This is an optimization exercise on Yosys and OpenROAD, whose aim is small area, a short achievable clock period and few clock cycles, not a production implementation. In this exercise RTL edits were held to simulation tests only and were not proved equivalent to the original.

==> design/flow/design.v <==
module cpu (
    input  wire        CLOCK,
    input  wire        RESET,
    output wire [31:0] mem_address,
    output wire        mem_wr,
    output wire [31:0] mem_wdata,
    input  wire [31:0] mem_rdata
);
reg  [31:0] maddr;
reg         mwr;
reg  [31:0] mwdata;
assign mem_address = maddr;
assign mem_wr      = mwr;
assign mem_wdata   = mwdata;
reg         rst_q;
always @(posedge CLOCK) rst_q <= RESET;
localparam [5:0] OP_R = 6'h00, OP_BLM = 6'h01, OP_J = 6'h02, OP_JAL = 6'h03,
                 OP_BEQ = 6'h04, OP_BNE = 6'h05, OP_BLE = 6'h06, OP_BGT = 6'h07,
                 OP_ADDI = 6'h08, OP_ADDIU = 6'h09, OP_SLTI = 6'h0A, OP_LUI = 6'h0F,
                 OP_LB = 6'h20, OP_LH = 6'h21, OP_LW = 6'h23, OP_SB = 6'h28,
                 OP_SH = 6'h29, OP_SW = 6'h2B;
localparam [5:0] F_SLL = 6'h00, F_SRL = 6'h02, F_SRA = 6'h03, F_SLLV = 6'h04,
                 F_XCHG = 6'h05, F_SRAV = 6'h07, F_JR = 6'h08, F_BREAK = 6'h0D,
                 F_MFHI = 6'h10, F_MFLO = 6'h12, F_RTE = 6'h13, F_MULT = 6'h18,
                 F_DIV = 6'h1A, F_ADD = 6'h20, F_SUB = 6'h22, F_AND = 6'h24,
                 F_SLT = 6'h2A;
localparam [1:0] K_LOAD = 2'd0, K_BLM = 2'd1, K_SBSH = 2'd2, K_VEC = 2'd3;
reg  [31:0] fl;              
reg         fli;             
reg         fv0, fv1, fv2;   
reg  [31:0] q0, q1, q2, q3;  
reg  [2:0]  qn;
reg  [2:0]  nfl;             
reg         ev;
reg  [25:0] ef;              
reg  [31:0] ea, eb;
reg  [31:0] epc4;
reg  [31:0] e_btgt;          
reg  [1:0]  estep;
reg         tw;              
reg         tv;              
reg  [1:0]  tcause;          
reg         sbp;             
reg         sbs;             
reg  [31:0] sba;
reg  [15:0] sbd;
reg         sbb;             
reg e_add, e_and, e_slt, e_shift, e_lui, e_mfhi, e_mflo, e_jal, e_xchg;
reg e_wr, e_useimm, e_sub;
reg e_beq, e_bne, e_ble, e_bgt, e_blm, e_break;
reg e_load, e_sw, e_sbh, e_sb;
reg e_ovt, e_div, e_mult, e_und, e_md;
reg e_shvar, e_shleft, e_sharith;
reg [1:0] e_lsz;
reg [4:0] e_wa0;
reg         l1v, l2v, l3v;
reg  [1:0]  l1k, l2k, l3k;
reg  [4:0]  l1r, l2r, l3r;
reg  [1:0]  l1s, l2s, l3s;    
reg  [31:0] epc_r;
reg  [31:0] rf [0:31];
reg  [31:0] rvalid;
reg  [33:0] H;
reg  [31:0] L;
reg  [31:0] M;
reg         mdb, ybit, negq, negr;
reg         m_mul, m_div, m_nega, m_negb, m_negq, m_negr;   
reg  [4:0]  mcnt;
wire [31:0] fl_p4  = fl + 32'd4;
wire        f_issue;         
wire [31:0] fpc    = fli ? fl_p4 : fl;    
wire [4:0]  e_rs   = ef[25:21];
wire [4:0]  e_rt   = ef[20:16];
wire [4:0]  e_sh   = ef[10:6];
wire [31:0] e_simm = {{16{ef[15]}}, ef[15:0]};
wire [31:0] opb     = e_useimm ? e_simm : eb;
wire [31:0] opb_x   = e_sub ? ~opb : opb;
wire [32:0] sum_c   = {ea, 1'b1} + {opb_x, e_sub};
wire [31:0] sum     = sum_c[32:1];
wire        ovf     = (ea[31] == opb_x[31]) && (sum[31] != ea[31]);
wire        lt      = sum[31] ^ ovf;
wire        eq      = (ea == eb);
wire        blt     = $signed(ea) < $signed(eb);    
wire [31:0] sh_in  = e_shvar ? ea : eb;
wire [4:0]  sh_amt = e_shvar ? eb[4:0] : e_sh;
reg  [31:0] sh_rev;
integer k;
always @(*) for (k = 0; k < 32; k = k + 1) sh_rev[k] = sh_in[31 - k];
wire [31:0] sh_src = e_shleft ? sh_rev : sh_in;
wire [31:0] sh_r   = $signed({e_sharith & sh_in[31], sh_src}) >>> sh_amt;
reg  [31:0] sh_out;
always @(*) for (k = 0; k < 32; k = k + 1) sh_out[k] = e_shleft ? sh_r[31 - k] : sh_r[k];
wire        wb_load = l3v && l3k == K_LOAD;
reg  [31:0] wb_ldata;
always @(*) begin
    case (l3s)
        2'd0:    wb_ldata = {24'd0, mem_rdata[7:0]};
        2'd1:    wb_ldata = {16'd0, mem_rdata[15:0]};
        default: wb_ldata = mem_rdata;
    endcase
end
reg  [31:0] e_res;
always @(*) begin
    e_res = 32'd0;
    if (e_add)   e_res = e_res | sum;
    if (e_and)   e_res = e_res | (ea & eb);
    if (e_slt)   e_res = e_res | {31'd0, lt};
    if (e_shift) e_res = e_res | sh_out;
    if (e_lui)   e_res = e_res | {ef[15:0], 16'd0};
    if (e_mfhi)  e_res = e_res | H[31:0];
    if (e_mflo)  e_res = e_res | L;
    if (e_jal)   e_res = e_res | epc4;
    if (e_xchg)  e_res = e_res | ((estep == 2'd0) ? ea : eb);
end
wire [4:0] e_wa = (e_xchg && estep != 2'd0) ? e_rs : e_wa0;
wire e_mem  = e_load | e_sw | e_sbh | e_blm;
wire e_wait = (e_blm && estep == 2'd1) || e_break || (e_mem && estep == 2'd0 && sbp);
wire e_go   = ev && !e_wait && !(e_md && mdb) && !(e_wr && wb_load);
wire trap_ovf = e_ovt && ovf;
wire trap_div = e_div && (eb == 32'd0);
wire trap_now = e_go && estep == 2'd0 && (trap_ovf || trap_div || e_und);
wire sbh_wr  = l3v && l3k == K_SBSH;
wire blm_cap = ev && e_blm && estep == 2'd1 && l3v && l3k == K_BLM;
wire [11:0] st_a   = ea[11:0] + ef[11:0];
wire [11:0] win_l  = {7'd0, nfl, 2'b00};
wire [11:0] st_d   = st_a - (epc4[11:0] - 12'd3);
wire        st_ovl = (win_l != 12'd0) && (st_d < win_l + 12'd3);
reg  [31:0] rtgt;
always @(*) begin
    if (tw)                    rtgt = mem_rdata;
    else if (e_sw | e_sbh)     rtgt = epc4;
    else                       rtgt = e_btgt;
end
wire simple   = !(e_load | e_sw | e_sbh | e_blm | e_xchg) && estep == 2'd0;
wire br_take  = (e_beq & eq) | (e_bne & ~eq) | (e_ble & (blt | eq)) | (e_bgt & ~blt & ~eq);
wire vec_in   = tw && l3v && l3k == K_VEC;
wire redirect = vec_in ||
                (e_go && e_sw && st_ovl) ||
                (e_go && e_sbh && estep == 2'd0 && st_ovl) ||
                (e_go && e_blm && estep == 2'd2 && blt) ||
                (e_go && simple && !trap_now && br_take);
wire e_done = (e_go && (e_load | e_sw | (e_sbh & estep == 2'd0) | (e_blm & estep == 2'd2) | (e_xchg & estep == 2'd1) | simple));
wire e_we   = e_go && e_wr && (estep == 2'd0 || (e_xchg && estep == 2'd1));
wire dop_vec = tv && !sbp;
wire dop_ld  = !tv && e_go && estep == 2'd0 && (e_load | e_sw | e_sbh | e_blm);
wire dop     = dop_vec | dop_ld | sbh_wr;
wire dwr     = sbh_wr | (dop_ld & e_sw);
wire [31:0] daddr = sbh_wr ? sba : dop_vec ? {30'd63, tcause} + 32'd1 :
                    (e_blm ? ea : sum);
wire [31:0] dwdata = sbh_wr ? (sbb ? {mem_rdata[31:8], sbd[7:0]} : {mem_rdata[31:16], sbd}) : eb;
wire        l1_push = dop_vec | dop_ld & ~e_sw;
wire [1:0]  l1_kind = dop_vec ? K_VEC : (e_blm ? K_BLM : (e_sbh ? K_SBSH : K_LOAD));
reg [1:0] estep_n;
always @(*) begin
    estep_n = estep;
    if (blm_cap) estep_n = 2'd2;
    if (e_go && estep == 2'd0) begin
        if (e_xchg)         estep_n = 2'd1;
        else if (e_blm)  estep_n = 2'd1;
    end
end
wire        we    = wb_load | e_we;
wire [4:0]  waddr = wb_load ? l3r : e_wa;
wire [31:0] wdata = wb_load ? wb_ldata : e_res;
wire        qv   = (qn != 3'd0);
wire [5:0]  d_op = q0[31:26];
wire [5:0]  d_fn = q0[5:0];
wire [4:0]  d_rs = q0[25:21];
wire [4:0]  d_rt = q0[20:16];
wire [4:0]  d_rd = q0[15:11];
wire        d_R  = (d_op == OP_R);
wire        d_use_rs = !(d_op == OP_J || d_op == OP_JAL || d_op == OP_LUI);
wire pe = ev && e_load;
function automatic pend_hit(input [4:0] r);
    pend_hit = (pe && e_rt == r) ||
               (l1v && l1k == K_LOAD && l1r == r) ||
               (l2v && l2k == K_LOAD && l2r == r);
endfunction
wire d_hazard = (d_use_rs && pend_hit(d_rs)) || pend_hit(d_rt) ||
                (d_R && pend_hit(d_rd)) || (d_op == OP_JAL && pend_hit(5'd31));
wire xfer = qv && !tw && (!ev || e_done) && !d_hazard;
wire [31:0] rs_rf  = rvalid[d_rs] ? rf[d_rs] : ((d_rs == 5'd29) ? 32'd227 : 32'd0);
wire [31:0] rt_rf  = rvalid[d_rt] ? rf[d_rt] : ((d_rt == 5'd29) ? 32'd227 : 32'd0);
wire [31:0] d_rsv  = (we && waddr == d_rs) ? wdata : rs_rf;
wire [31:0] d_rtv  = (we && waddr == d_rt) ? wdata : rt_rf;
wire [4:0]  d_off  = (fli ? 5'd8 : 5'd4) - {nfl, 2'b00};
wire [31:0] d_pc4  = fl + {{27{d_off[4]}}, d_off};
wire [16:0] d_boff = {q0[15], q0[15:0]} + {{14{d_off[4]}}, d_off[4:2]};
wire [31:0] d_btgt = fl + {{13{d_boff[16]}}, d_boff, 2'b00};
wire f_add  = d_R && d_fn == F_ADD,   f_sub  = d_R && d_fn == F_SUB;
wire f_and  = d_R && d_fn == F_AND,   f_slt  = d_R && d_fn == F_SLT;
wire f_sll  = d_R && d_fn == F_SLL,   f_srl  = d_R && d_fn == F_SRL;
wire f_sra  = d_R && d_fn == F_SRA,   f_sllv = d_R && d_fn == F_SLLV;
wire f_srav = d_R && d_fn == F_SRAV,  f_xchg = d_R && d_fn == F_XCHG;
wire f_jr   = d_R && d_fn == F_JR,    f_brk  = d_R && d_fn == F_BREAK;
wire f_mfhi = d_R && d_fn == F_MFHI,  f_mflo = d_R && d_fn == F_MFLO;
wire f_rte  = d_R && d_fn == F_RTE,   f_mult = d_R && d_fn == F_MULT;
wire f_div  = d_R && d_fn == F_DIV;
wire o_addi = d_op == OP_ADDI, o_addiu = d_op == OP_ADDIU, o_slti = d_op == OP_SLTI;
wire o_lui  = d_op == OP_LUI,  o_beq = d_op == OP_BEQ, o_bne = d_op == OP_BNE;
wire o_ble  = d_op == OP_BLE,  o_bgt = d_op == OP_BGT, o_blm = d_op == OP_BLM;
wire o_j    = d_op == OP_J,    o_jal = d_op == OP_JAL;
wire o_lb   = d_op == OP_LB,   o_lh = d_op == OP_LH, o_lw = d_op == OP_LW;
wire o_sb   = d_op == OP_SB,   o_sh = d_op == OP_SH, o_sw = d_op == OP_SW;
wire o_ld   = o_lb | o_lh | o_lw;
wire o_und  = !(d_R | o_blm | o_j | o_jal | o_beq | o_bne | o_ble | o_bgt |
                o_addi | o_addiu | o_slti | o_lui | o_ld | o_sb | o_sh | o_sw);
wire f_shift = f_sll | f_srl | f_sra | f_sllv | f_srav;
wire d_wr    = f_add | f_sub | f_and | f_slt | f_shift | f_mfhi | f_mflo |
               o_addi | o_addiu | o_slti | o_lui | o_jal | f_xchg;
wire [4:0] d_wa = o_jal ? 5'd31 : ((d_R && !f_xchg) ? d_rd : d_rt);
wire        push   = fv2;
wire [2:0]  qn_nxt = qn - {2'd0, xfer} + {2'd0, push};
wire [2:0]  occ    = nfl;
wire [11:0] sb_fd  = fpc[11:0] - sba[11:0] + 12'd3;
wire        credit = (xfer ? (occ <= 3'd4) : (occ <= 3'd3)) && !(sbp && (sbs || sb_fd < 12'd7));
wire        dredir  = xfer && (o_j | o_jal | f_jr | f_rte) && !redirect && !trap_now;
wire        anyredir = redirect | dredir;
wire [31:0] dtgt    = f_jr ? d_rsv : (f_rte ? epc_r : {d_pc4[31:28], q0[25:0], 2'b00});
wire [31:0] atgt    = redirect ? rtgt : dtgt;
assign      f_issue = !dop && (anyredir ? !sbp : credit);
wire [3:0]  qa = push ? {qn == 3'd4, qn == 3'd3, qn == 3'd2, qn == 3'd1} : 4'd0;
wire [3:0]  qb = push ? {qn == 3'd3, qn == 3'd2, qn == 3'd1, qn == 3'd0} : 4'd0;
wire md_start_mul = e_go && estep == 2'd0 && e_mult;
wire md_start_div = e_go && estep == 2'd0 && e_div && !trap_div;
wire md_zero      = e_go && estep == 2'd0 && trap_div;
function automatic [34:0] booth(input [2:0] t, input [31:0] m);
    case (t)
        3'b001, 3'b010: booth = {1'b0, {2{m[31]}}, m};
        3'b011:         booth = {1'b0, m[31], m, 1'b0};
        3'b100:         booth = {1'b1, ~{m[31], m, 1'b0}};
        3'b101, 3'b110: booth = {1'b1, ~{{2{m[31]}}, m}};
        default:        booth = 35'd0;
    endcase
endfunction
wire [34:0] bd1 = booth({L[1:0], ybit}, M);
wire [34:0] bd2 = booth(L[3:1], M);
wire [35:0] hx  = {{2{H[33]}}, H};
wire [35:0] ax1 = {{2{bd1[33]}}, bd1[33:0]};
wire [35:0] ax2 = {bd2[33:0], bd2[34], bd2[34]};
wire [35:0] cs_s = hx ^ ax1 ^ ax2;
wire [35:0] cs_c = {((hx & ax1) | (hx & ax2) | (ax1 & ax2)), bd1[34]} ;
wire [31:0] negv = m_negb ? M : (m_negr ? H[31:0] : L);
wire [35:0] ad_x = m_mul ? cs_s : (m_div ? {3'b000, H[31:0], L[31]} : 36'd0);
wire [35:0] ad_y = m_mul ? cs_c[35:0] : ~{4'b0000, (m_div ? M : negv)};
wire        ad_c = m_mul ? bd2[34] : 1'b1;
wire [36:0] ad_s = {ad_x, 1'b1} + {ad_y, ad_c};
wire [35:0] S    = ad_s[36:1];
wire        dq   = ~S[35];
always @(posedge CLOCK) begin
    if (rst_q) begin
        H <= 34'd0; L <= 32'd0; mdb <= 1'b0;
        m_mul <= 1'b0; m_div <= 1'b0; m_nega <= 1'b0; m_negb <= 1'b0; m_negq <= 1'b0; m_negr <= 1'b0;
    end else if (md_zero) begin
        H <= 34'd0; L <= 32'd0;
    end else if (md_start_mul) begin
        H <= 34'd0; L <= eb; M <= ea; ybit <= 1'b0; mdb <= 1'b1; m_mul <= 1'b1; mcnt <= 5'd7;
    end else if (md_start_div) begin
        H <= 34'd0; L <= ea; M <= eb; mdb <= 1'b1; mcnt <= 5'd31;
        negq <= ea[31] ^ eb[31]; negr <= ea[31];
        m_nega <= ea[31]; m_negb <= !ea[31] && eb[31]; m_div <= !ea[31] && !eb[31];
    end else begin
        if (m_mul) begin
            H <= {{2{S[35]}}, S[35:4]};
            L <= {S[3:0], L[31:4]};
            ybit <= L[3];
            mcnt <= mcnt - 5'd1;
            if (mcnt == 5'd0) begin m_mul <= 1'b0; mdb <= 1'b0; end
        end
        if (m_nega) begin
            L <= S[31:0];
            m_nega <= 1'b0; m_negb <= M[31]; m_div <= !M[31];
        end
        if (m_negb) begin
            M <= S[31:0];
            m_negb <= 1'b0; m_div <= 1'b1;
        end
        if (m_div) begin
            H <= {2'b00, dq ? S[31:0] : {H[30:0], L[31]}};
            L <= {L[30:0], dq};
            mcnt <= mcnt - 5'd1;
            if (mcnt == 5'd0) begin
                m_div <= 1'b0; m_negq <= negq; m_negr <= !negq && negr;
                if (!negq && !negr) mdb <= 1'b0;
            end
        end
        if (m_negq) begin
            L <= S[31:0];
            m_negq <= 1'b0; m_negr <= negr;
            if (!negr) mdb <= 1'b0;
        end
        if (m_negr) begin
            H <= {2'b00, S[31:0]};
            m_negr <= 1'b0; mdb <= 1'b0;
        end
    end
end
always @(posedge CLOCK) begin
    if (rst_q) begin
        maddr <= 32'd0; mwr <= 1'b0; fl <= 32'd0; fli <= 1'b1;
        fv0 <= 1'b1; fv1 <= 1'b0; fv2 <= 1'b0; qn <= 3'd0; nfl <= 3'd1;
        ev <= 1'b0; estep <= 2'd0; tw <= 1'b0; tv <= 1'b0; sbp <= 1'b0;
        l1v <= 1'b0; l2v <= 1'b0; l3v <= 1'b0;
        epc_r <= 32'd0; rvalid <= 32'd0;
    end else begin
        if (dop) begin
            maddr <= daddr; mwr <= dwr; fv0 <= 1'b0;
            if (anyredir) begin fl <= atgt; fli <= 1'b0; end
        end else if (anyredir && sbp) begin
            fl <= atgt; fli <= 1'b0; mwr <= 1'b0; fv0 <= 1'b0;
        end else if (anyredir) begin
            maddr <= atgt; mwr <= 1'b0; fv0 <= 1'b1; fl <= atgt; fli <= 1'b1;
        end else if (credit) begin
            maddr <= fpc; mwr <= 1'b0; fv0 <= 1'b1; fl <= fpc; fli <= 1'b1;
        end else begin
            mwr <= 1'b0; fv0 <= 1'b0;
        end
        fv1 <= fv0 & ~anyredir;
        fv2 <= fv1 & ~anyredir;
        qn  <= anyredir ? 3'd0 : qn_nxt;
        nfl <= anyredir ? {2'd0, f_issue} : nfl - {2'd0, xfer} + {2'd0, f_issue};
        if (redirect | trap_now) ev <= 1'b0;
        else if (xfer)     ev <= 1'b1;
        else if (e_done)   ev <= 1'b0;
        if (xfer)          estep <= 2'd0;
        else               estep <= estep_n;
        if (trap_now) epc_r <= {epc4[31:2] + 30'd1, epc4[1:0]};
        if (trap_now) begin
            tv <= 1'b1;
            tcause <= trap_div ? 2'd2 : (trap_ovf ? 2'd1 : 2'd0);
        end else if (dop_vec) tv <= 1'b0;
        if (dop_ld && e_sbh) begin
            sbp <= 1'b1; sbs <= st_ovl; sba <= sum; sbd <= eb[15:0]; sbb <= e_sb;
        end else if (sbh_wr) sbp <= 1'b0;
        if (trap_now) tw <= 1'b1;
        else if (vec_in) tw <= 1'b0;
        l1v <= l1_push; l2v <= l1v; l3v <= l2v;
        if (we) rvalid[waddr] <= 1'b1;
    end
end
always @(posedge CLOCK) begin
    mwdata <= dwdata;
    if (xfer | qb[0]) q0 <= xfer ? (qa[0] ? mem_rdata : q1) : mem_rdata;
    if (xfer | qb[1]) q1 <= xfer ? (qa[1] ? mem_rdata : q2) : mem_rdata;
    if (xfer | qb[2]) q2 <= xfer ? (qa[2] ? mem_rdata : q3) : mem_rdata;
    if (xfer | qb[3]) q3 <= mem_rdata;
    if (xfer) begin
        ef   <= q0[25:0];
        ea   <= d_rsv;
        eb   <= d_rtv;
        epc4 <= d_pc4;
        e_btgt <= d_btgt;
        e_add <= f_add | f_sub | o_addi | o_addiu;
        e_and <= f_and;  e_slt <= f_slt | o_slti;  e_shift <= f_shift;
        e_lui <= o_lui;  e_mfhi <= f_mfhi;  e_mflo <= f_mflo;  e_jal <= o_jal;
        e_xchg <= f_xchg;
        e_wr <= d_wr;  e_wa0 <= d_wa;
        e_useimm <= o_addi | o_addiu | o_slti | o_ld | o_sb | o_sh | o_sw;
        e_sub <= f_sub | f_slt | o_slti | o_ble | o_bgt | o_blm;
        e_beq <= o_beq;  e_bne <= o_bne;  e_ble <= o_ble;  e_bgt <= o_bgt;  e_blm <= o_blm;
  e_break <= f_brk;
        e_load <= o_ld;  e_sw <= o_sw;  e_sbh <= o_sb | o_sh;  e_sb <= o_sb;
        e_lsz <= o_lb ? 2'd0 : (o_lh ? 2'd1 : 2'd2);
        e_ovt <= f_add | f_sub | o_addi;  e_div <= f_div;  e_mult <= f_mult;  e_und <= o_und;
        e_md <= f_mult | f_div | f_mfhi | f_mflo;
        e_shvar <= f_sllv | f_srav;  e_shleft <= f_sll | f_sllv;  e_sharith <= f_sra | f_srav;
    end else if (blm_cap) begin
        ea   <= mem_rdata;
    end
    l1k <= l1_kind; l1r <= e_rt; l1s <= e_lsz;
    l2k <= l1k; l2r <= l1r; l2s <= l1s;
    l3k <= l2k; l3r <= l2r; l3s <= l2s;
    if (we) rf[waddr] <= wdata;
end
endmodule
==> design/flow/flow/run.sh <==
#!/bin/bash
# The standard layout (the standard.sh: standard synthesis, floorplan, placement,
# CTS, routing) with two changes to how it is optimised; the clock period and the
# constraints are unchanged:
#  - the setup repair is asked to leave a large slack margin, so that it sizes and
#    buffers the critical paths for a short achieved period;
#  - the input and output ports are buffered, as usual, but with buf_4 instead of the
#    slow delay cell the tool picks by itself.
# make's output goes to flow_make.log here; each ORFS step also writes its own log
# under orfs/logs/.
set -euo pipefail
bash standard.sh SETUP_SLACK_MARGIN=12.5 TNS_END_PERCENT=100 \
  "BUFFER_PORTS_ARGS=-buffer_cell sky130_fd_sc_hd__buf_4" finish > flow_make.log 2>&1
==> design/flow/standard.sh <==
#!/bin/bash
# synth_recipe.tcl (not shown) runs the flow's synth.tcl, then flattens the netlist and writes it again
# the make line also repeats each setting of config.mk as NAME=value (left out here)
make -C /OpenROAD-flow-scripts/flow DESIGN_CONFIG=/design/flow/config.mk WORK_HOME=/design/flow/orfs CLKGATE_MAP_FILE= SYNTH_SCRIPT=/design/flow/synth_recipe.tcl "${@:-finish}"
==> design/flow/config.mk <==
export PLATFORM = sky130hd
export DESIGN_NAME = cpu
export DESIGN_NICKNAME = cpu
export VERILOG_FILES = /design/flow/design.v
export SDC_FILE = /design/flow/constraint.sdc
export NUM_CORES = 4
export LEC_CHECK = 0
export CAP_MARGIN = 20
export CORE_MARGIN = 2
export CORE_UTILIZATION = 50
export PLACE_DENSITY = 0.65
export SLEW_MARGIN = 20
==> design/flow/constraint.sdc <==
create_clock -name core_clock -period 18.0 [get_ports {CLOCK}]
set_input_delay 3.6000 -clock core_clock [delete_from_list [all_inputs] [get_ports {CLOCK}]]
set_output_delay 3.6000 -clock core_clock [all_outputs]
set_load 0.01 [all_outputs]
==> metrics.cfg, run 1 <==
[status]
run_status = timing/DRC/antenna clean

[sta]
worst_pin_slew_ns = 1.35
final.min_clock_period_ns = 5.68
rsz0062_at_grt = yes
setup_tns_ns = 0
fin_crit_sh_pct = 31.5
finalMaxSlewViolations = 0
finalSetupViolations = 0
relSlewSlack_pct = 9.36
timing_hold_violations_final = 0
skew_ns = 0.0613
max_freq_ghz = 0.176

[clock_tree]
cts-root-buf = clkbuf_16
clk_pin_slew_ns = 0.06
numCtsBuffers = 185
cts_tree = yes
htree_levels = 4
holdBufCountCts = 0
clockBufferDepth = 3
worstSkewPairLatency_ns = 0.89
cts_num_sinks = 1723

[final_layout]
area_growth_pct = 12.7
mostFrequentLayoutCells = 1433 x edfxtp_1, 663 x mux4_2, 569 x nor2_1, 531 x nand2_1, 422 x buf_4
fin_cells = 11100
reg_top3 = rf (1024), H (33)
largest_reg_flops = 1024
drive_gt1_share_pct = 22.4
regMostFlops = rf
fin_nets = 8624
layout_commonest_cell = edfxtp_1

[yosys]
syn_area_per_cell_sq_um = 12.3
ys_seq_elements = 1723
synth_edf_count = 1433
synth.top_cell.area_share_pct = 42.5
yosysTopAreaCell = edfxtp_1
synthCells = 8237
yosysSeqAreaShare_pct = 48.2
synth_cell_types = 105
ys_top_cells_by_area = edfxtp_1 43%, mux4_2 15%, dfxtp_1 5.7%
syn_area_sq_um = 101000
syn-num-nets = 8591
ys.flop_type = edfxtp_1
yosysWarnings = 1
async_reset_ff_share_pct = 0

[critical_path]
cp.arrival_ns = 6.28
critPathLaunch = nfl[1]
worst-endpoint-required_ns = 18.61
critical_path_peak_fanout = 5
critPathBufInv = 1
crit_path_frequent_cell = a21oi_2
path_class = flip-flop to flip-flop
startpoint_type = flip-flop
slowest_stage = fa_2
timing.rr.start = nfl[1]
setup.worst_path.end_class = flip-flop
crit_family = compound AO/OA/AOI/OAI gates
cp_slowest_stage_delay_ns = 0.61

[route]
antenna_left = 0
drtPass1Iterations = 8
routed_wl_mm = 418
vias = 79900
dr.max_layer_used = met5
dr_wl_met3_mm = 51.0
via_per_inst = 7.18
drt-wirelength-per-cell_um = 37.5
drtIter0Drc = 12800
dr_wl_met2_mm = 184
wl_met1_mm = 150
drcViolationCount = 0

[place]
dpl.cell_count = 10600
globalplace.congestion = 1.05
port_buffers = 98
dp_hpwl_mm = 274

[die]
die_y_um = 454
start_util_pct = 50.2
core_area_sq_um = 202000
ioPinCount = 99
num_rows = 165
dieArea_sq_um = 206000
die_w_um = 454

[global_routing]
grt_max_degree = 118
antenna_found_initial = 34
grt_usage_pct = 39.6
overflow = 0
grt_first_pass_wirelength_mm = 575
first_global_vias = 74900

[worst_hold_path]
worstHoldStart = l1s[0]
hp-class = flip-flop to flip-flop

[job]
drv_cap = 0

-- repair_timing --
item | in CTS | in global routing
pin swaps | 41 | 64
buffers inserted | 63 | 47
gates cloned | 9 | 5
setup endpoints to repair | 386 | 162
resized for setup | 124 | 117
-- metal layers --
layer	track usage, %	vias to the layer above
met3	10.9	1426
met2	58.9	5993
li1	-	32400
met4	26.2	18
met1	50.9	40000
met5	0	-
-- stage by stage --
step | cell area [sq um] | util [%] | hold slack (ns) | setup WS, ns
after floorplan | 101000 | - | 0.310 | 12.25
after global placement | 105000 | 52.3 | 0.310 | 10.72
after detailed placement | 106000 | 52.4 | 0.312 | 10.65
after CTS | 113000 | 56.0 | 0.327 | 12.34
after global routing | 114000 | 56.6 | 0.334 | 12.19
final | 114000 | 56.6 | 0.327 | 12.32
-- final cells by class --
type / instances / area [sq um]
Timing Repair Buffer: 479 / 4230
Multi-Input combinational cell: 5625 / 50400
Inverter: 256 / 992
Sequential cell: 1723 / 48900
Tap cell: 2672 / 3340
Clock inverter: 97 / 1100
Antenna cell: 29 / 72.6
Fill cell: 16300 / 87600
Clock buffer: 248 / 5050
-- synth_stat cells (all sizes together), types with 31 or more instances --
master,instances
edfxtp,1433
mux4,663
nor2,620
nand2,535
a21oi,446
clkbuf,425
o21ai,395
dfxtp,290
mux2i,289
xnor2,284
ha,265
inv,253
a211oi,216
buf,213
nor3,192
nand3,152
mux2,149
o22ai,95
a21o,87
xor2,84
a22oi,78
a221oi,68
o211ai,67
a31oi,65
nand2b,58
fa,55
o221ai,50
nand4,49
o21a,49
o31ai,49
and3,45
a221o,41
nor4,37
and2,36
nor2b,31
-- worst register-to-register path, cell delays in order (launching register included) --
cell	delay [ns]
dfxtp_4	0.39
clkinvlp_4	0.16
fa_2	0.62
ha_4	0.21
a21o_1	0.18
a21oi_2	0.18
o21ai_2	0.08
a21oi_2	0.20
o21bai_1	0.12
a21oi_2	0.19
o21ai_2	0.11
o41ai_4	0.37
o21bai_1	0.14
a21oi_2	0.15
xnor2_1	0.16
ha_1	0.28
a21o_1	0.16
a21o_1	0.18
a21oi_2	0.16
nor2b_1	0.07
a211oi_2	0.25
a21oi_2	0.13
a41oi_2	0.21
a21oi_2	0.10
a2111o_1	0.38
a21oi_2	0.14
xnor2_1	0.07
-- worst paths after layout --
kind | to | slack, ns | cells after the start
setup / recovery | e_btgt[31] | 12.32 | 26
hold / removal | l2s[0] | 0.33 | 0
setup reg to reg | e_btgt[31] | 12.32 | 26
hold reg to reg | l2s[0] | 0.33 | 0
-- cells by family after synthesis --
group	Yosys count	share of synthesized area, %
xor gates and xnor gates	369	3.21
buffers and inverters	894	3.47
and+or+nand+nor	1870	8.46
adders and majority gates	320	4.36
muxes	1101	19.3
AOI/OAI and AO/OA	1960	13.0
DFF	1723	48.2
Testbench counts, summed over its fixed seeds: cycles 38,149.
==> run 2, diff against run 1 <==
--- a/design/flow/design.v
+++ b/design/flow/design.v
@@ -37,3 +37,2 @@
 reg  [31:0] epc4;
-reg  [31:0] e_btgt;          
 reg  [1:0]  estep;
@@ -127,2 +126,3 @@
 wire        st_ovl = (win_l != 12'd0) && (st_d < win_l + 12'd3);
+wire [31:0] e_btgt = epc4 + {e_simm[29:0], 2'b00};
 reg  [31:0] rtgt;
@@ -131,3 +131,3 @@
     else if (e_sw | e_sbh)     rtgt = epc4;
-    else                       rtgt = e_btgt;
+    else                       rtgt = e_btgt;    
 end
@@ -187,4 +187,2 @@
 wire [31:0] d_pc4  = fl + {{27{d_off[4]}}, d_off};
-wire [16:0] d_boff = {q0[15], q0[15:0]} + {{14{d_off[4]}}, d_off[4:2]};
-wire [31:0] d_btgt = fl + {{13{d_boff[16]}}, d_boff, 2'b00};
 wire f_add  = d_R && d_fn == F_ADD,   f_sub  = d_R && d_fn == F_SUB;
@@ -351,3 +349,2 @@
         epc4 <= d_pc4;
-        e_btgt <= d_btgt;
         e_add <= f_add | f_sub | o_addi | o_addiu;
--- a/design/flow/flow/run.sh
+++ b/design/flow/flow/run.sh
@@ -11,3 +11,3 @@
 set -euo pipefail
-bash standard.sh SETUP_SLACK_MARGIN=12.5 TNS_END_PERCENT=100 \
+bash standard.sh SETUP_SLACK_MARGIN=13 TNS_END_PERCENT=100 \
   "BUFFER_PORTS_ARGS=-buffer_cell sky130_fd_sc_hd__buf_4" finish > flow_make.log 2>&1
--- a/design/flow/config.mk
+++ b/design/flow/config.mk
@@ -7,3 +7,4 @@
 export LEC_CHECK = 0
-export CAP_MARGIN = 20
+export ABC_AREA = 1
+export CAP_MARGIN = 30
 export CORE_MARGIN = 2
==> run 2 against run 1 <==
Compared with the run above:
- cell count is 33% higher
- fmax is 8.6% higher
- clock skew is 0.0028 ns higher
- cell area is 0.42% lower
==> metrics.cfg, run 2 <==
[status]
run_status = timing/DRC/antenna clean  ; unchanged

[die]
dieArea_sq_um = 206000  ; about the same
start_util_pct = 50.2  ; about the same
core_area_sq_um = 201000  ; was 202000 sq um
die_y_um = 454  ; about the same
die_w_um = 454  ; about the same
num_rows = 165  ; unchanged
ioPinCount = 99  ; unchanged

[sta]
rsz0062_at_grt = yes  ; unchanged
finalSetupViolations = 0  ; unchanged
fin_crit_sh_pct = 29.0  ; was 31.5%
max_freq_ghz = 0.191  ; was 0.176 GHz
worst_pin_slew_ns = 1.20  ; was 1.35 ns
relSlewSlack_pct = 20.1  ; was 9.36%
finalMaxSlewViolations = 0  ; unchanged
final.min_clock_period_ns = 5.23  ; was 5.68 ns
setup_tns_ns = 0  ; unchanged
skew_ns = 0.0641  ; was 0.0613 ns
whs_ns = 0.327  ; about the same
timing_hold_violations_final = 0  ; unchanged

[yosys]
syn-num-nets = 12400  ; was 8591
async_reset_ff_share_pct = 0  ; unchanged
synth.top_cell.area_share_pct = 41.7  ; was 42.5%
synth_edf_count = 1403  ; was 1433
ys_top_cells_by_area = edfxtp_1 42%, o21ai_0 8.9%, nand3_1 6.5%  ; was edfxtp_1 43%, mux4_2 15%, dfxtp_1 5.7%
yosysWarnings = 1  ; unchanged
yosysSeqAreaShare_pct = 47.4  ; was 48.2%
ys_seq_elements = 1693  ; was 1723
yosysTopAreaCell = edfxtp_1  ; unchanged
yosys.cell_count.top_type = o21ai_0  ; was edfxtp_1
synth_cell_types = 79  ; was 105
syn_area_per_cell_sq_um = 8.39  ; was 12.3 sq um
synthCells = 12100  ; was 8237
syn_area_sq_um = 101000  ; about the same
ys.flop_type = edfxtp_1  ; unchanged
synth_common_cells = 1789 x o21ai_0, 1582 x nand2_1, 1403 x edfxtp_1  ; was 1433 x edfxtp_1, 663 x mux4_2, 618 x nor2_1

[critical_path]
setup.worst_path.end_class = flip-flop  ; unchanged
cp.arrival_ns = 5.99  ; was 6.28 ns
critical_path_peak_fanout = 42  ; was 5
worst-endpoint-required_ns = 18.76  ; was 18.61 ns
startpoint_type = flip-flop  ; unchanged
path_class = flip-flop to flip-flop  ; unchanged

[final_layout]
fin_nets = 12300  ; was 8624
reg_top3 = rf (1024), H (33)  ; unchanged
area_growth_pct = 12.4  ; was 12.7%
layout_commonest_cell = o21ai_0  ; was edfxtp_1
final_area_sq_um = 114000  ; about the same
mostFrequentLayoutCells = 1751 x o21ai_0, 1544 x nand2_1, 1403 x edfxtp_1, 1303 x nand3_1, 1276 x a21oi_1  ; was 1433 x edfxtp_1, 663 x mux4_2, 569 x nor2_1, 531 x nand2_1, 422 x buf_4
regMostFlops = rf  ; unchanged
largest_reg_flops = 1024  ; unchanged
drive_gt1_share_pct = 9.85  ; was 22.4%

[place]
place_area_sq_um = 105000  ; was 106000 sq um
dp_hpwl_mm = 318  ; was 274 mm
globalplace.congestion = 1.09  ; was 1.05
port_buffers = 98  ; unchanged

[route]
via_per_inst = 6.82  ; was 7.18
drtIter0Drc = 17300  ; was 12800
drcViolationCount = 0  ; unchanged
drtPass1Iterations = 9  ; was 8
drt-wirelength-per-cell_um = 32.8  ; was 37.5 um
vias = 101000  ; was 79900
routed_wl_mm = 484  ; was 418 mm
antenna_left = 0  ; unchanged

[global_routing]
overflow = 0  ; unchanged
grt_first_pass_wirelength_mm = 668  ; was 575 mm
grt_usage_pct = 45.2  ; was 39.6%
antenna_found_initial = 45  ; was 34
grt_max_degree = 223  ; was 118
first_global_vias = 90700  ; was 74900

[clock_tree]
cts_num_sinks = 1693  ; was 1723
numCtsBuffers = 187  ; was 185
clk_pin_slew_ns = 0.06  ; about the same
htree_levels = 4  ; unchanged
worstSkewPairLatency_ns = 0.89  ; about the same
clockBufferDepth = 3  ; unchanged
cts-root-buf = clkbuf_16  ; unchanged
holdBufCountCts = 0  ; unchanged
cts_tree = yes  ; unchanged

[job]
drv_cap = 0  ; unchanged

[worst_hold_path]
hp-class = flip-flop to flip-flop  ; unchanged

## run 2: cell types whose count changed after synthesis, moves of 197 or more
cell | before | now
o211ai_1 | 67 | 321
inv_1 | 253 | 1105
nand2_1 | 534 | 1582
mux4_2 | 663 | 0
a211oi_1 | 216 | 19
nand3_1 | 152 | 1318
mux2i_1 | 286 | 4
a21oi_1 | 444 | 1290
o21ai_0 | 390 | 1789
xnor2_1 | 284 | 66
## run 2: worst max-delay path, cell delays in order (launching register included)
cell,delay (ns)
edfxtp_1,0.59
buf_4,0.26
inv_1,0.13
nand3_1,0.17
nor3_1,0.12
nand4_1,0.44
inv_1,0.30
nor2_1,0.47
inv_1,0.24
nor2_2,0.12
buf_4,0.51
clkinv_2,0.44
buf_16,0.29
o22ai_1,0.57
nor3_1,0.18
a211oi_1,0.24
## run 2: final timing paths
| kind | endpoint | slack, ns | from | cells after the start |
|---|---|---|---|---|
| setup reg to reg | L[2] | 12.77 | eb[0] | 15 |
| setup / recovery | L[2] | 12.77 | eb[0] | 15 |
| hold / removal | l2s[0] | 0.33 | l1s[0] | 0 |
| hold reg to reg | l2s[0] | 0.33 | l1s[0] | 0 |
## run 2: area by class of cell
cell class	count	area [sq um]
clock buffers	245	5120
flip-flops and latches	1693	48000
fillers	18200	87800
repair inverters	1	7.51
multi-input cells	8391	47200
repair buffers	472	4300
clock inverters	101	1160
inverters	1171	4490
well taps	2672	3340
diodes	12	30.0
## run 2: routing by layer
layer	vias to the layer above	part of all wire, %	track usage (%)
li1	42900	-	-
met1	47900	36	58.3
met2	8014	42	66.2
met3	1826	13	12.1
met4	44	8.4	31.2
met5	-	0.084	0.490
## run 2: cell families (layout without fill, tap and decap cells)
| logic type | after synthesis | count (layout) | share of synthesized area (%) |
|---|---|---|---|
| flip-flops | 1693 | 1693 | 47.4 |
| XOR/XNOR | 212 | 213 | 1.84 |
| adder cells (fa/ha/maj) | 302 | 302 | 4.14 |
| AND/OR/NAND/NOR | 3813 | 3819 | 16.5 |
| other | 0 | 12 | 0 |
| multiplexers | 4 | 4 | 0.0396 |
| AO/OA/AOI/OAI | 4052 | 4053 | 22.5 |
| buffers and inverters | 1976 | 1990 | 7.56 |
## run 2: stage by stage
| stage | std cells | setup slack, ns | util, % |
|---|---|---|---|
| after detailed placement | 14300 | 11.70 | 51.9 |
| after global routing | 14700 | 12.58 | 56.4 |
| after CTS | 14700 | 12.95 | 55.6 |
| after global placement | 14300 | 11.64 | 51.8 |
| final | 14800 | 12.77 | 56.4 |
| after floorplan | 12100 | 13.02 | - |
## run 2: repair_timing
item,CTS,global route
buffers inserted,45,42
endpoints found under the hold margin,0,0
endpoints found under the setup margin,233,192
gates resized for setup,158,248
pin swaps,19,42
gates cloned,7,7
Testbench counts of run 2, summed over its fixed seeds: cycles 38,149.
==> run 3, diff against run 2 <==
--- a/design/flow/config.mk
+++ b/design/flow/config.mk
@@ -7,3 +7,2 @@
 export LEC_CHECK = 0
-export ABC_AREA = 1
 export CAP_MARGIN = 30
==> run 3 against run 2 <==
Compared with the run above:
- still clean
- hold slack better by 0.0023 ns
- sequential share of layout area down 0.74 points
- cell count down 23%
- synthesized cell count down 30%
- die area down 0.96%
- critical path type unchanged
- critical endpoint is now nfl[1]
==> metrics.cfg, run 3 <==
[final_layout]
area_growth_pct = 15.7  ; was 12.4%
fin_cells = 11400  ; was 14800
seq_area_sq_um = 48100  ; was 48000 sq um
final_area_sq_um = 116000  ; was 114000 sq um
drive_gt1_share_pct = 24.8  ; was 9.85%
fin_nets = 8888  ; was 12300
mostFrequentLayoutCells = 1403 x edfxtp_1, 569 x nand2_1, 566 x mux4_2, 558 x nor2_1, 488 x buf_4  ; was 1751 x o21ai_0, 1544 x nand2_1, 1403 x edfxtp_1, 1303 x nand3_1, 1276 x a21oi_1
utilization_pct = 58.1  ; was 56.4%
layout_commonest_cell = edfxtp_1  ; was o21ai_0
regMostFlops = rf  ; unchanged
multi_input_area_sq_um = 51400  ; was 47200 sq um
reg_top3 = rf (1024), H (33)  ; unchanged
largest_reg_flops = 1024  ; unchanged
fillers = 16000  ; was 18200

[die]
ioPinCount = 99  ; unchanged
dieArea_sq_um = 204000  ; was 206000 sq um
die_w_um = 451  ; was 454 um
num_rows = 164  ; was 165
core_area_sq_um = 199000  ; was 201000 sq um
start_util_pct = 50.2  ; about the same
die_y_um = 451  ; was 454 um

[status]
run_status = timing/DRC/antenna clean  ; unchanged

[route]
vias = 82900  ; was 101000
drt-wirelength-per-cell_um = 39.1  ; was 32.8 um
routed_wl_mm = 444  ; was 484 mm
dr_wl_met3_mm = 60.7  ; was 64.0 mm
wl_met1_mm = 159  ; was 175 mm
via_per_inst = 7.29  ; was 6.82
drcViolationCount = 0  ; unchanged
dr_wl_met2_mm = 188  ; was 204 mm
drtPass1Iterations = 7  ; was 9
drtIter0Drc = 13600  ; was 17300
antenna_left = 0  ; unchanged
dr.max_layer_used = met5  ; unchanged

[yosys]
yosys.area_share.simple_pct = 9.11  ; was 16.5%
synth_cell_types = 114  ; was 79
syn_area_per_cell_sq_um = 11.9  ; was 8.39 sq um
ys_seq_elements = 1693  ; unchanged
synthCells = 8389  ; was 12100
synth.top_cell.area_share_pct = 42.1  ; was 41.7%
yosysSeqAreaShare_pct = 47.9  ; was 47.4%
yosys.cell_count.top_type = edfxtp_1  ; was o21ai_0
synthMuxAreaShare_pct = 18.0  ; was 0.0396%
synth_edf_count = 1403  ; unchanged
syn-num-nets = 8725  ; was 12400
async_reset_ff_share_pct = 0  ; unchanged
synth_common_cells = 1403 x edfxtp_1, 624 x nor2_1, 585 x nand2_1  ; was 1789 x o21ai_0, 1582 x nand2_1, 1403 x edfxtp_1
yosysWarnings = 1  ; unchanged
synthXorXnorAreaFrac_pct = 2.99  ; was 1.84%
synth_top_family_by_area = multiplexers  ; was compound AO/OA/AOI/OAI gates
ys.flop_type = edfxtp_1  ; unchanged
synth_fa_ha_area_share_pct = 4.18  ; was 4.14%
syn_area_sq_um = 100000  ; was 101000 sq um
ys_top_cells_by_area = edfxtp_1 42%, mux4_2 13%, dfxtp_1 5.8%  ; was edfxtp_1 42%, o21ai_0 8.9%, nand3_1 6.5%
synth_compound_area_share_pct = 14.3  ; was 22.5%
yosysTopAreaCell = edfxtp_1  ; unchanged

[critical_path]
startpoint_type = flip-flop  ; unchanged
slowest_stage = fa_2  ; was edfxtp_1
rr_worst_depth = 21  ; was 15
setup.worst_path.end_class = flip-flop  ; unchanged
critical_path_peak_fanout = 8  ; was 42
worst-endpoint-required_ns = 18.77  ; was 18.76 ns
path_class = flip-flop to flip-flop  ; unchanged
cp.arrival_ns = 6.06  ; was 5.99 ns
crit_family = adder cells  ; was buffers and inverters
crit_path_frequent_cell = buf_12  ; was inv_1
critPathBufInv = 4  ; was 7
critical_path_depth = 21  ; was 15
cp_slowest_stage_delay_ns = 0.51  ; was 0.59 ns
cp_cell_sequence = buf_12 > buf_12 > mux2i_1 > xnor2_1 > ha_2 > nor3_1 > nor2_2 > a32oi_4 > a21oi_2 > o2111a_2 > or3_4 > and3b_2 > a211oi_4 > buf_12 > mux2i_4 > nand2_4 > ha_4 > inv_2 > ha_4 > fa_2 > and3_4  ; was buf_4 > inv_1 > nand3_1 > nor3_1 > nand4_1 > inv_1 > nor2_1 > inv_1 > nor2_2 > buf_4 > clkinv_2 > buf_16 > o22ai_1 > nor3_1 > a211oi_1

[clock_tree]
htree_levels = 4  ; unchanged
clockBufferDepth = 3  ; unchanged
numCtsBuffers = 182  ; was 187
clk_pin_slew_ns = 0.07  ; was 0.06 ns
worstSkewPairLatency_ns = 0.87  ; was 0.89 ns
cts_num_sinks = 1693  ; unchanged
holdBufCountCts = 0  ; unchanged
cts-root-buf = clkbuf_16  ; unchanged
cts_tree = yes  ; unchanged

[place]
globalplace.congestion = 1.08  ; was 1.09
dp_hpwl_mm = 287  ; was 318 mm
dpl.cell_count = 10800  ; was 14300
place_area_sq_um = 105000  ; about the same
port_buffers = 98  ; unchanged

[global_routing]
grt_usage_pct = 42.4  ; was 45.2%
first_global_vias = 77300  ; was 90700
grt_max_degree = 91  ; was 223
antenna_found_initial = 31  ; was 45
grt_first_pass_wirelength_mm = 609  ; was 668 mm
overflow = 0  ; unchanged

[sta]
rsz0062_at_grt = yes  ; unchanged
timing_hold_violations_final = 0  ; unchanged
relSlewSlack_pct = 16.2  ; was 20.1%
setup_tns_ns = 0  ; unchanged
fin_crit_sh_pct = 29.4  ; was 29.0%
final.min_clock_period_ns = 5.30  ; was 5.23 ns
skew_ns = 0.0705  ; was 0.0641 ns
worst_pin_slew_ns = 1.26  ; was 1.20 ns
max_freq_ghz = 0.189  ; was 0.191 GHz
finalSetupViolations = 0  ; unchanged
finalMaxSlewViolations = 0  ; unchanged

[worst_hold_path]
hold_depth = 0  ; unchanged
hp-class = flip-flop to flip-flop  ; unchanged

[job]
drv_cap = 0  ; unchanged

-- run 3: cell type report --
type	count	share of cell area (%)
diodes	10	0.0216
clock buffers	229	4.32
clock inverters	109	1.08
inverters	236	0.811
multi-input cells	5814	44.4
flip-flops and latches	1693	41.5
well taps	2656	2.87
repair buffers	621	4.97
repair inverters	4	0.0259
-- run 3: routing by layer --
layer | vias up | global-route usage (%)
met5 | - | 0
met4 | 36 | 27.2
met3 | 1610 | 13.5
met2 | 6507 | 61.5
met1 | 41500 | 54.9
li1 | 33300 | -
-- run 3: path summary, 6_finish.rpt --
check,slack (ns),endpoint,start
worst max-delay path,12.70,nfl[1],e_useimm
worst min-delay path,0.33,l2s[0],l1s[0]
worst max register to register,12.70,nfl[1],e_useimm
worst min register to register,0.33,l2s[0],l1s[0]
-- run 3: repair_timing --
action,4_1_cts,5_1_grt
pin swaps,80,71
setup buffers,115,75
cloned,16,8
endpoints found under the hold margin,0,0
resized for setup,370,235
endpoints found under the setup margin,1064,524
-- run 3: logic make-up (layout without fill, tap and decap cells) --
family,count (synthesis),count (layout)
adder cells (fa/ha/maj),302,302
XOR/XNOR,342,343
multiplexers,1076,1076
flip-flops,1693,1693
AND/OR/NAND/NOR,1969,1969
buffers and inverters,887,1199
AO/OA/AOI/OAI,2120,2124
other,0,10
-- run 3: through the flow --
| stage | worst slack [ns] | hold slack [ns] |
|---|---|---|
| 5_1_grt | 12.62 | 0.338 |
| 3_5_place_dp | 11.38 | 0.315 |
| 3_3_place_gp | 11.35 | 0.313 |
| 6_report | 12.70 | 0.330 |
| 4_1_cts | 12.82 | 0.330 |
| 2_1_floorplan | 12.77 | 0.310 |
==> run 4, diff against run 3 <==
--- a/design/flow/flow/run.sh
+++ b/design/flow/flow/run.sh
@@ -11,3 +11,3 @@
 set -euo pipefail
-bash standard.sh SETUP_SLACK_MARGIN=13 TNS_END_PERCENT=100 \
+bash standard.sh SETUP_SLACK_MARGIN=13.4 TNS_END_PERCENT=100 \
   "BUFFER_PORTS_ARGS=-buffer_cell sky130_fd_sc_hd__buf_4" finish > flow_make.log 2>&1
--- a/design/flow/config.mk
+++ b/design/flow/config.mk
@@ -7,2 +7,3 @@
 export LEC_CHECK = 0
+export ABC_AREA = 1
 export CAP_MARGIN = 30
==> run 4 against run 3 <==
Compared with the run above:
- now fails the layout checks on max-slew violations
- worst setup slack improved by 0.15 ns
- register-to-register slack better by 0.15 ns
- area after synthesis up 0.98%
- via count grew 24%
- fmax increased by 3.0%
- die area grew 0.97%
- cell count increased by 31%
- global-route usage up 3.7 points
- flip-flop and latch count did not move
- critical path depth fell by 1
- core utilization rose by 0.32 points
- critical endpoint is now maddr[22]
- highest routed layer unchanged
==> metrics.cfg, run 4 <==
[critical_path]
timing.rr.start = ef[15]  ; was e_useimm
crit_path_end = maddr[22]  ; was nfl[1]
worst-endpoint-required_ns = 18.80  ; was 18.77 ns
critical_path_peak_fanout = 18  ; was 8
rr_worst_depth = 20  ; was 21
path_class = flip-flop to flip-flop  ; unchanged
ff2ff_setup_slack_ns = 12.86  ; was 12.70 ns
cp.arrival_ns = 5.94  ; was 6.06 ns
startpoint_type = flip-flop  ; unchanged
setup.worst_path.end_class = flip-flop  ; unchanged
critPathLaunch = ef[15]  ; was e_useimm
rr_endpoint = maddr[22]  ; was nfl[1]

[route]
routed_wl_mm = 499  ; was 444 mm
via_per_inst = 6.86  ; was 7.29
drtPass1Iterations = 10  ; was 7
drt-wirelength-per-cell_um = 33.4  ; was 39.1 um
vias = 102000  ; was 82900
drtIter0Drc = 18500  ; was 13600
antenna_left = 0  ; unchanged
drcViolationCount = 0  ; unchanged

[final_layout]
mostFrequentLayoutCells = 1692 x o21ai_0, 1483 x nand2_1, 1403 x edfxtp_1, 1286 x nand3_1, 1239 x a21oi_1  ; was 1403 x edfxtp_1, 569 x nand2_1, 566 x mux4_2, 558 x nor2_1, 488 x buf_4
drive_gt1_share_pct = 13.6  ; was 24.8%
fin_nets = 12400  ; was 8888
reg_top3 = rf (1024), H (33)  ; unchanged
regMostFlops = rf  ; unchanged
fillers = 17600  ; was 16000
layout_commonest_cell = o21ai_0  ; was edfxtp_1
area_growth_pct = 16.4  ; was 15.7%
largest_reg_flops = 1024  ; unchanged

[yosys]
syn_area_per_cell_sq_um = 8.39  ; was 11.9 sq um
async_reset_ff_share_pct = 0  ; unchanged
ys_top_cells_by_area = edfxtp_1 42%, o21ai_0 8.9%, nand3_1 6.5%  ; was edfxtp_1 42%, mux4_2 13%, dfxtp_1 5.8%
synth_edf_count = 1403  ; unchanged
ys.flop_type = edfxtp_1  ; unchanged
yosys.cell_count.top_type = o21ai_0  ; was edfxtp_1
synth_common_cells = 1789 x o21ai_0, 1582 x nand2_1, 1403 x edfxtp_1  ; was 1403 x edfxtp_1, 624 x nor2_1, 585 x nand2_1
synth_cell_types = 79  ; was 114
yosysWarnings = 1  ; unchanged
yosysTopAreaCell = edfxtp_1  ; unchanged
syn_area_sq_um = 101000  ; was 100000 sq um
synth.top_cell.area_share_pct = 41.7  ; was 42.1%
yosysSeqAreaShare_pct = 47.4  ; was 47.9%
synthCells = 12100  ; was 8389
syn-num-nets = 12400  ; was 8725
ys_seq_elements = 1693  ; unchanged

[global_routing]
overflow = 0  ; unchanged
grt_usage_pct = 46.1  ; was 42.4%
antenna_found_initial = 40  ; was 31
grt_first_pass_wirelength_mm = 680  ; was 609 mm
grt_max_degree = 225  ; was 91
first_global_vias = 92400  ; was 77300

[place]
globalplace.congestion = 1.12  ; was 1.08
dp_hpwl_mm = 322  ; was 287 mm
place_ws_ns = 11.56  ; was 11.38 ns
port_buffers = 98  ; unchanged

[clock_tree]
cts_num_sinks = 1693  ; unchanged
cts_tree = yes  ; unchanged
worstSkewPairLatency_ns = 0.90  ; was 0.87 ns
clk_pin_slew_ns = 0.06  ; was 0.07 ns
cts-root-buf = clkbuf_16  ; unchanged
htree_levels = 4  ; unchanged
numCtsBuffers = 187  ; was 182
clockBufferDepth = 3  ; unchanged

[sta]
worst_pin_slew_ns = 1.54  ; was 1.26 ns
relSlewSlack_pct = -2.80  ; was 16.2%
fin_crit_sh_pct = 28.6  ; was 29.4%
setup_tns_ns = 0  ; unchanged
final.min_clock_period_ns = 5.14  ; was 5.30 ns
finalSetupViolations = 0  ; unchanged
skew_ns = 0.0599  ; was 0.0705 ns
setup_slack_ns = 12.86  ; was 12.70 ns
rsz0062_at_grt = yes  ; unchanged
timing_hold_violations_final = 0  ; unchanged
max_freq_ghz = 0.194  ; was 0.189 GHz
finalMaxSlewViolations = 54  ; was 0

[status]
violatedChecks = max-slew violations
run_status = finished with violations  ; was timing/DRC/antenna clean

[die]
num_rows = 165  ; was 164
start_util_pct = 50.2  ; about the same
die_y_um = 454  ; was 451 um
die_w_um = 454  ; was 451 um
core_area_sq_um = 201000  ; was 199000 sq um
dieArea_sq_um = 206000  ; was 204000 sq um
ioPinCount = 99  ; unchanged

[job]
drv_cap = 0  ; unchanged

[worst_hold_path]
hp-class = flip-flop to flip-flop  ; unchanged

-- run 4: cell types whose count changed in the layout (fill, tap and decap cells not counted), moves of 160 or more --
cell	previous run	this run
mux2i_1	348	4
a211oi_1	176	16
o21ai_0	371	1692
o211ai_1	59	321
nand3_1	163	1286
mux4_2	566	0
a21oi_1	445	1239
xnor2_1	234	52
nand2_1	569	1483
inv_1	212	1053
-- run 4: cells by family (layout without fill, tap and decap cells) --
family | count (synthesis) | count (layout) | share of synthesized area, %
buffers and inverters | 1976 | 2150 | 7.56
other | 0 | 25 | 0
multiplexers | 4 | 4 | 0.0396
XOR/XNOR | 212 | 212 | 1.84
AND/OR/NAND/NOR | 3813 | 3824 | 16.5
adder cells (fa/ha/maj) | 302 | 302 | 4.14
flip-flops | 1693 | 1693 | 47.4
AO/OA/AOI/OAI | 4052 | 4057 | 22.5
-- run 4: per-layer routing --
metal | global-route usage (%) | wire length [um] | up-vias
met5 | 0 | 309 | -
met4 | 31.4 | 42000 | 30
met3 | 13.2 | 68100 | 2039
li1 | - | - | 43200
met2 | 67.2 | 209000 | 8402
met1 | 59.2 | 179000 | 48700
-- run 4: what timing repair did --
item                                    4_1_cts  5_1_grt
pin swaps                                    55      137
hold buffers                                  0        0
endpoints found under the setup margin      698      380
resized for setup                           467      513
buffers inserted                             99      139
cloned                                       20       18
-- run 4: worst min-delay path by stage --
| stage | slack, ns | depth (start not counted) | endpoint | from |
|---|---|---|---|---|
| finish | 0.33 | 0 | l2s[1] | l1s[1] |
| global placement | 0.31 | 0 | l3s[0] | l2s[0] |
| global route | 0.34 | 0 | l2s[1] | l1s[1] |
| floorplan | 0.31 | 0 | l2s[0] | l1s[0] |
| detailed placement | 0.32 | 0 | l2s[1] | l1s[1] |
| CTS | 0.33 | 0 | l3s[0] | l2s[0] |
-- run 4: stage by stage --
stage	util [%]	hold WS (ns)	cell area (sq um)	std cells
6_report	58.4	0.330	118000	14900
5_1_grt	58.4	0.340	118000	14900
4_1_cts	56.6	0.329	114000	14800
3_5_place_dp	52.0	0.316	105000	14300
3_3_place_gp	51.8	0.312	104000	14300
2_1_floorplan	-	0.310	101000	12100
-- run 4: critical path, cell delays in order, from the launching register on --
cell      delay [ns]
edfxtp_1        0.32
buf_4           0.34
nand2_8         0.18
o21ai_0         0.16
xor2_1          0.18
ha_2            0.34
a21oi_1         0.32
o21ai_0         0.32
a21oi_1         0.21
nand3_1         0.20
xor2_2          0.37
nand2_1         0.32
nand3b_1        0.24
nand2_1         0.20
nand3_1         0.18
nand3_1         0.30
nand2_2         0.31
nand2_1         0.12
nand2_1         0.19
nand3_1         0.11
a21oi_1         0.13
-- run 4: area by class of cell --
| class | count | area (sq um) | share of cell area [%] |
|---|---|---|---|
| Sequential cell | 1693 | 48100 | 40.9 |
| Clock buffer | 241 | 5050 | 4.29 |
| Tap cell | 2672 | 3340 | 2.84 |
| Antenna cell | 25 | 62.6 | 0.0532 |
| Inverter | 1171 | 4580 | 3.89 |
| Multi-Input combinational cell | 8399 | 49000 | 41.6 |
| Timing Repair inverter | 4 | 28.8 | 0.0245 |
| Clock inverter | 111 | 1390 | 1.18 |
| Timing Repair Buffer | 623 | 6160 | 5.23 |

static timing again, ports no longer ideal:
Ports are ideal in the flow. The routed layouts listed here were re-timed in OpenROAD.
Step 1 assumes that a clkbuf_16 drives the clock port and a buf_2 every other input.
Step 2 also shifts input and output timing later by t, the mid clock arrival at the registers, as if the neighbouring blocks saw the same clock.
Slacks: no drivers / after step 1 / after step 2; pairs: no drivers / after step 1.
run	t, ns	slack for setup (ns)	hold slack, ns
run 1	0.949	12.324 / 12.324 / 11.573	0.327 / 0.327 / 0.327
run 2	0.958	12.773 / 12.773 / 12.215	0.327 / 0.327 / 0.327
run 3	0.919	12.702 / 12.702 / 12.208	0.330 / 0.330 / 0.330
run 4	0.961	12.856 / 12.856 / 12.394	0.330 / 0.330 / 0.330
For run 1, which loses most, drivers alone change the setup slack by 0.000 ns; drivers and shift together by -0.751 ns.
